This is an optimization exercise on Yosys and OpenROAD, whose aim is small area, not a production implementation. The RTL was checked by simulation tests, not by an equivalence proof against the original design. Power is estimated from default activity; no workload was simulated.

## eth_icmp_top
module eth_icmp_top (
    input   wire            clk,
    input   wire            rst_n,
    input   wire    [4:0]   i_rx_5b,
    input   wire            i_sfp_los,
    output  reg     [4:0]   o_tx_5b
);
    localparam [47:0] MY_MAC = 48'h123456789ABC;
    localparam DLY = 75;             
    reg     [3:0]   r_prev;          
    reg     [2:0]   r_pos;           
    reg             r_in_frame;
    reg     [7:0]   r_cnt;           
    reg             r_match;
    wire    [8:0]   w_bits = {r_prev, i_rx_5b};
    reg     [4:0]   w_grp;
    always @(*) begin
        case (r_pos)
            3'd0:    w_grp = w_bits[8:4];
            3'd1:    w_grp = w_bits[7:3];
            3'd2:    w_grp = w_bits[6:2];
            3'd3:    w_grp = w_bits[5:1];
            default: w_grp = w_bits[4:0];
        endcase
    end
    wire    [3:0]   w_nib;
    assign w_nib[0] = w_grp[0];
    assign w_nib[1] = w_grp[2] & ~(w_grp[4] & w_grp[3] & w_grp[1] & ~w_grp[0]);
    assign w_nib[2] = (~w_grp[4] & w_grp[3] & w_grp[2] & w_grp[1]) |
                      ( w_grp[4] & w_grp[3] & w_grp[2] & ~w_grp[1]) |
                      ( w_grp[3] & ~w_grp[2] & w_grp[1]);
    assign w_nib[3] = ( w_grp[4] & ~w_grp[3] & w_grp[2] & w_grp[1]) |
                      ( w_grp[4] & w_grp[3] & w_grp[2] & ~w_grp[1]) |
                      ( w_grp[4] & ~w_grp[2] & w_grp[1]);
    reg             w_chk;
    reg     [3:0]   w_exp;
    always @(*) begin
        w_chk = 1'b1;
        case (r_cnt)
            8'd16: w_exp = MY_MAC[43:40];
            8'd17: w_exp = MY_MAC[47:44];
            8'd18: w_exp = MY_MAC[35:32];
            8'd19: w_exp = MY_MAC[39:36];
            8'd20: w_exp = MY_MAC[27:24];
  ...
For scale: ~840 cells after synthesis, about 370 flip-flops, roughly 13 I/O pins, roughly 11000 sq um of cells after synthesis.
export LEC_CHECK = 0
export CAP_MARGIN = 20
export CORE_MARGIN = 2
export CORE_UTILIZATION = 40
export CTS_BUF_LIST = sky130_fd_sc_hd__clkbuf_8
export CTS_CLUSTER_DIAMETER = 70
export CTS_CLUSTER_SIZE = 18
export SLEW_MARGIN = 20
create_clock -name core_clock -period 10.0 [get_ports {clk}]
run.sh (not shown) runs the stock make flow with config.mk's settings and CLKGATE_MAP_FILE= SYNTH_SCRIPT=/design/flow/synth_recipe.tcl, a recipe that flattens the netlist after the stock synthesis.
Edit:
--- a/flow/design.v
+++ b/flow/design.v
@@ -95,26 +95,26 @@
             r_dl[i] <= r_dl[i - 1];
         if (w_rot) r_dl[DLY - 7] <= r_dl[DLY];
     end
     reg             r_tx;
     reg             r_odd;           
     reg     [10:0]  r_bc;            
     reg             r_cy;
     reg             r_end;           
     reg     [2:0]   r_pl;            
     reg     [31:0]  r_crc;
     assign w_rot = (r_cnt >= 8'd143) & (r_cnt <= 8'd150);
     wire    [3:0]   w_dl  = r_dl[DLY];
-    wire            w_hdr = (r_cnt >= 8'd86) & (r_cnt <= 8'd132);       
-    wire            w_tail = (~w_hdr & (r_bc[10:3] == 8'd0)) | r_end;
+    wire            w_hdr = (r_cnt >= 8'd86) & (r_cnt <= 8'd126);       
+    wire            w_tail = (~w_hdr & (r_bc < 11'd5)) | r_end;
     wire            w_data = r_tx & (r_cnt >= 8'd91 | r_cnt < 8'd86) & ~w_tail;
     reg     [3:0]   w_tx_nib;
     always @(*) begin
         case (r_cnt)
             8'd91, 8'd92, 8'd93, 8'd94, 8'd95, 8'd96,
             8'd97, 8'd98, 8'd99, 8'd100, 8'd101, 8'd102: w_tx_nib = r_dl[DLY - 12];
             8'd103: w_tx_nib = MY_MAC[43:40];
             8'd104: w_tx_nib = MY_MAC[47:44];
             8'd105: w_tx_nib = MY_MAC[35:32];
             8'd106: w_tx_nib = MY_MAC[39:36];
             8'd107: w_tx_nib = MY_MAC[27:24];
             8'd108: w_tx_nib = MY_MAC[31:28];
@@ -135,32 +135,33 @@
     reg     [3:0]   w_x;
     always @(*) begin
         case (r_cnt[1:0])
             2'd2:    w_x = {1'b0, r_pl};             
             2'd3:    w_x = {1'b0, r_pl} - 4'd1;      
             default: w_x = r_bc[3:0];                
         endcase
     end
     wire            w_glitch = (r_cnt >= 8'd110) & (r_cnt <= 8'd112) & (r_pl != 3'd0) &
                                (w_x != 4'd0) & (w_x <= 4'd4) & (r_bc[10:8] == 3'd0);
     wire    [1:0]   w_jh = 2'd0 - w_x[1:0];
     wire    [2:0]   w_j = w_glitch ? {w_jh, ~r_cnt[0]} : 3'd0;
+    wire            w_inv = (r_cnt >= 8'd91) & (r_cnt <= 8'd98);
     reg     [31:0]  w_crc_nx;
     reg             w_fb;
     integer k;
     always @(*) begin
         w_crc_nx = r_crc;
         for (k = 0; k < 4; k = k + 1) begin
-            w_fb = (w_crc_nx[31] ^ w_tx_nib[k]) & w_data;
-            w_crc_nx = {w_crc_nx[30:0], ~w_data} ^ (32'h04C11DB7 & {32{w_fb}});
+            w_fb = (w_crc_nx[31] ^ w_tx_nib[k] ^ w_inv) & w_data;
+            w_crc_nx = {w_crc_nx[30:0], 1'b0} ^ (32'h04C11DB7 & {32{w_fb}});
         end
     end
     reg     [3:0]   w_fcs;
     always @(*) begin
         case (w_j)
             3'd0: w_fcs = {r_crc[28], r_crc[29], r_crc[30], r_crc[31]};
             3'd1: w_fcs = {r_crc[24], r_crc[25], r_crc[26], r_crc[27]};
             3'd2: w_fcs = {r_crc[20], r_crc[21], r_crc[22], r_crc[23]};
             3'd3: w_fcs = {r_crc[16], r_crc[17], r_crc[18], r_crc[19]};
             3'd4: w_fcs = {r_crc[12], r_crc[13], r_crc[14], r_crc[15]};
             3'd5: w_fcs = {r_crc[ 8], r_crc[ 9], r_crc[10], r_crc[11]};
             3'd6: w_fcs = {r_crc[ 4], r_crc[ 5], r_crc[ 6], r_crc[ 7]};
@@ -172,25 +173,25 @@
         input [3:0] n;
         case (n)
             4'h0: enc = 5'b11110;   4'h1: enc = 5'b01001;
             4'h2: enc = 5'b10100;   4'h3: enc = 5'b10101;
             4'h4: enc = 5'b01010;   4'h5: enc = 5'b01011;
             4'h6: enc = 5'b01110;   4'h7: enc = 5'b01111;
             4'h8: enc = 5'b10010;   4'h9: enc = 5'b10011;
             4'hA: enc = 5'b10110;   4'hB: enc = 5'b10111;
             4'hC: enc = 5'b11010;   4'hD: enc = 5'b11011;
             4'hE: enc = 5'b11100;   default: enc = 5'b11101;
         endcase
     endfunction
-    wire            w_tr = r_end | ~r_bc[2];     
+    wire            w_tr = r_end | (r_bc == 11'd0);
     always @(*) begin
         if (~r_tx)
             o_tx_5b = 5'b11111;                              
         else if (r_cnt == 8'd86)
             o_tx_5b = 5'b11000;                              
         else if (r_cnt == 8'd87)
             o_tx_5b = 5'b10001;                              
         else if (r_cnt == 8'd88 || r_cnt == 8'd89)
             o_tx_5b = 5'b01011;                              
         else if (r_cnt == 8'd90)
             o_tx_5b = 5'b11011;                              
         else if (w_tail & w_tr)
Design area rose by 1.4%; sequential power drops by about 7%; total power decreases by 12%; wire length climbs by about 0.65%; setup slack is worse by 0.28 ns; flip-flop and latch count is unchanged; clock power is higher by 3.3%; sequential share of layout area came out lower by 0.91 points; global-route usage shrinks by 0.11 points.

-- what the ideal ports hide --
Ports are ideal in the flow. The routed layouts listed here were re-timed in OpenROAD.
Step 1, drivers: a clkbuf_16 drives clk and a buf_2 each remaining input, both assumed.
Step 2 adds t to the input delays and takes it off the output delays; t is the mean of the earliest and latest rising clock arrival at the registers after step 1. Input paths then give back, and output paths get back, about the clock's delay inside the block.
Slacks: no drivers / after step 1 / after step 2; pairs: no drivers / after step 1.
run | shift t [ns] | slack for setup (ns) | hold slack, ns | worst register clock-pin slew, ns
the first run | 0.613 | 1.977 / 1.938 / 2.551 | 0.323 / 0.323 / 0.323 | 0.12 / 0.12
the second run | 0.610 | 1.700 / 1.653 / 2.263 | 0.319 / 0.319 / 0.319 | 0.11 / 0.11
After both steps every run listed still meets setup and hold.
